Background: an optimization exercise with open tools, aiming at small area and a short achievable clock period. Do not read the settings as production practice. At most, simulation tests tie the RTL to the original design; equivalence was not proved. Power is estimated from default activity; no workload was simulated.

lane 1:
// project3_frame
module project3_frame(
  input        CLOCK_50,
  input        RESET_N,
  input  [3:0] KEY,
  output [6:0] HEX0,
  output [6:0] HEX1,
  output [9:0] LEDR,
  output [13:0] imem_addr,
  input  [31:0] imem_data,
  output [13:0] dmem_addr,
  output [31:0] dmem_wdata,
  output dmem_we,
  output dmem_re,
  input  [31:0] dmem_rdata
);
Size: roughly 3,800 cells after synthesis, about 860 flip-flops, about 42,000 um2 of cells after synthesis.
Settings: LEC_CHECK=0, CAP_MARGIN=20, CORE_MARGIN=2, CORE_UTILIZATION=50, CTS_CLUSTER_DIAMETER=100, CTS_CLUSTER_SIZE=22, SETUP_SLACK_MARGIN=4.7, SLEW_MARGIN=20, TNS_END_PERCENT=10; clock period 8.0 ns.
run.sh (not shown) runs the stock make flow with config.mk's settings and CLKGATE_MAP_FILE= SYNTH_SCRIPT=/design/flow/synth_recipe.tcl, a recipe that flattens the netlist after the stock synthesis.
What lane 2 does differently from lane 1 at the input level:
# lane 1
export LEC_CHECK = 0
export CAP_MARGIN = 20
export CORE_MARGIN = 2
export CORE_UTILIZATION = 50
export CTS_CLUSTER_DIAMETER = 100
export CTS_CLUSTER_SIZE = 22
export SETUP_SLACK_MARGIN = 4.7
export SLEW_MARGIN = 20
export TNS_END_PERCENT = 10
create_clock -name core_clock -period 8.0 [get_ports {CLOCK_50}]
# lane 2
export LEC_CHECK = 0
export CAP_MARGIN = 20
export CORE_MARGIN = 2
export CORE_UTILIZATION = 50
export CTS_CLUSTER_DIAMETER = 100
export CTS_CLUSTER_SIZE = 22
export SETUP_SLACK_MARGIN = 3.5
export SLEW_MARGIN = 20
create_clock -name core_clock -period 8.0 [get_ports {CLOCK_50}]
- Compared with lane 1, lane 2 shows wire length lower by 1.2%.
- Summary of lane 2 over lane 1: proportion of final cell area spent on non-clock buffers shows a reduction of 1.9 points; met2 wirelength from detailed routing shows a reduction of 1.9%; switching part of the total shows an increase of 0.19 points; cell total after placement shows no meaningful change.
- Between lane 2 and lane 1, data arrival time of the critical path is higher for lane 2, lane 1 comes in under that.
- Lane 2: no failed stages, no open violations at the end
- Lane 2 — period utilization 12 points higher, lane 1 as reference

========
== job 6536 ==
Starting RTL as in the previous note.
==> flow/config.mk <==
export PLATFORM = sky130hd
export DESIGN_NAME = project3_frame
export DESIGN_NICKNAME = project3_frame
export VERILOG_FILES = /design/flow/design.v
export SDC_FILE = /design/flow/constraint.sdc
export NUM_CORES = 4
export LEC_CHECK = 0
export CAP_MARGIN = 20
export CORE_MARGIN = 2
export CORE_UTILIZATION = 58
export CTS_CLUSTER_DIAMETER = 100
export CTS_CLUSTER_SIZE = 22
export SETUP_SLACK_MARGIN = 4.5
export SLEW_MARGIN = 20
==> flow/constraint.sdc <==
create_clock -name core_clock -period 8.0 [get_ports {CLOCK_50}]
set_input_delay 1.6000 -clock core_clock [delete_from_list [all_inputs] [get_ports {CLOCK_50}]]
set_output_delay 1.6000 -clock core_clock [all_outputs]
set_load 0.01 [all_outputs]
## Diff of input files: job 1058 against job 6536
- SETUP_SLACK_MARGIN: 4.5 -> 4.7
- CORE_UTILIZATION: 58 -> 50
Results
- Of job 1058 and job 6536, it is job 1058 that has the higher fmax.
- Changes observed in job 1058 relative to job 6536: core utilization of the finished layout moved down, share of the clock period used by the worst path after layout saw a decrease, vertical die dimension up about 8%.
### job 1058 -> job 6351
==> flow/flow/run.sh (new file) <==
#!/bin/bash
set -euo pipefail
export BUFFER_PORTS_ARGS="-buffer_cell sky130_fd_sc_hd__buf_1"
bash standard.sh finish > flow_make.log 2>&1
==> flow/standard.sh (new file) <==
#!/bin/bash
# synth_recipe.tcl (not shown) runs the flow's synth.tcl, then flattens the netlist and writes it again
# the make line also repeats each setting of config.mk as NAME=value (left out here)
make -C /OpenROAD-flow-scripts/flow DESIGN_CONFIG=/design/flow/config.mk WORK_HOME=/design/flow/orfs CLKGATE_MAP_FILE= SYNTH_SCRIPT=/design/flow/synth_recipe.tcl "${@:-finish}"
removed: flow/run.sh
Findings:
- For job 6351, the launching element of the worst setup path was d_b[0]$_DFF_P_, unlike job 1058, where it was take$_DFF_PN0_.
- Of job 1058 and job 6351, the higher share of power burned in combinational logic belongs to job 1058.
- In the flow results for job 1058 and job 6351, the power is smaller on job 6351.
- In job 6351, the sequential share of layout area came out 1.0 points above the value in job 1058.
- Looking at setup slack after layout across job 1058 and job 6351, the one that comes out lower is job 1058.
The inputs of job 701 differ from those of job 6351 as listed below.
- a change of SETUP_SLACK_MARGIN from 4.7 to 4.0
==> flow/run.sh (new file) <==
#!/bin/bash
# synth_recipe.tcl (not shown) runs the flow's synth.tcl, then flattens the netlist and writes it again
# the make line also repeats each setting of config.mk as NAME=value (left out here)
make -C /OpenROAD-flow-scripts/flow DESIGN_CONFIG=/design/flow/config.mk WORK_HOME=/design/flow/orfs CLKGATE_MAP_FILE= SYNTH_SCRIPT=/design/flow/synth_recipe.tcl finish
removed: flow/flow/run.sh
removed: flow/standard.sh
Notes after the runs:
- Maximum frequency: job 701 worse than job 6351
- | final period utilization | higher: job 701 |
- Job 701 against job 6351; first-iteration DRC count is up by a few percent.

========
Another version of the RTL of project3_frame (not shown whole).
For scale: about 5,400 cells after synthesis, ~160 I/O pins.
Settings: LEC_CHECK=0, ABC_AREA=1, CAP_MARGIN=20, CORE_MARGIN=2, CORE_UTILIZATION=50, SETUP_SLACK_MARGIN=4.5, SLEW_MARGIN=20; clock period 8.0 ns.
Stock flow here: none of the scripts above is used.
The baseline produced a clean layout.
Rerun with:
- ABC_AREA: 1 -> not set
The changed run finished with timing, DRC and antenna clean. Cell count drops by a quarter to a third. Power increases by a few percent. Global-route usage goes up by 0.33 points. Design area shrinks by a few percent. Count of clock-buffer cells in the layout increases by 11. Worst hold slack barely changes. Maximum frequency fell slightly. Routed wire length is lower by a few percent. Sequential power climbs by a few percent. Synthesized cell count decreases by a quarter to a third. Combinational power grows by about a fifth.
Function was not checked in any run of this note: the RTL went through the layout flow alone.

afterwards: timing with drivers on the ports:
How much do the figures lean on ideal ports? The routed layouts below were timed once more, with nothing changed but the port constraints.
Step 1: set_driving_cell puts a clkbuf_16 on CLOCK_50 and a buf_2 on each other input, an assumption about the parent block.
Step 2 also shifts input and output timing later by t, the mid clock arrival at the registers, as if the neighbouring blocks saw the same clock.
Slacks: no drivers / after step 1 / after step 2; pairs: no drivers / after step 1.
run	shift t [ns]	setup WS [ns]	slew at the worst register clock pin (ns)	worst data-port slew with drivers (ns)
lane 1	0.722	4.491 / 4.465 / 4.456	0.10 / 0.10	0.06
lane 2	0.727	3.534 / 3.534 / 3.534	0.10 / 0.10	0.07
job 6536	0.714	4.405 / 4.339 / 4.424	0.10 / 0.10	0.05
job 1058	0.709	4.531 / 4.458 / 4.460	0.11 / 0.11	0.07
job 6351	0.714	4.626 / 4.613 / 4.626	0.10 / 0.10	0.06
job 701	0.728	3.899 / 3.899 / 3.899	0.10 / 0.10	0.07
the first run of note 3	0.774	4.437 / 4.437 / 4.080	0.07 / 0.07	0.08
the second run of note 3	0.760	4.421 / 4.351 / 4.421	0.07 / 0.07	0.07
After both steps setup and hold are still met in every run listed. For the first run of note 3, which loses most, drivers alone change the setup slack by 0.000 ns; drivers and shift together by -0.357 ns.
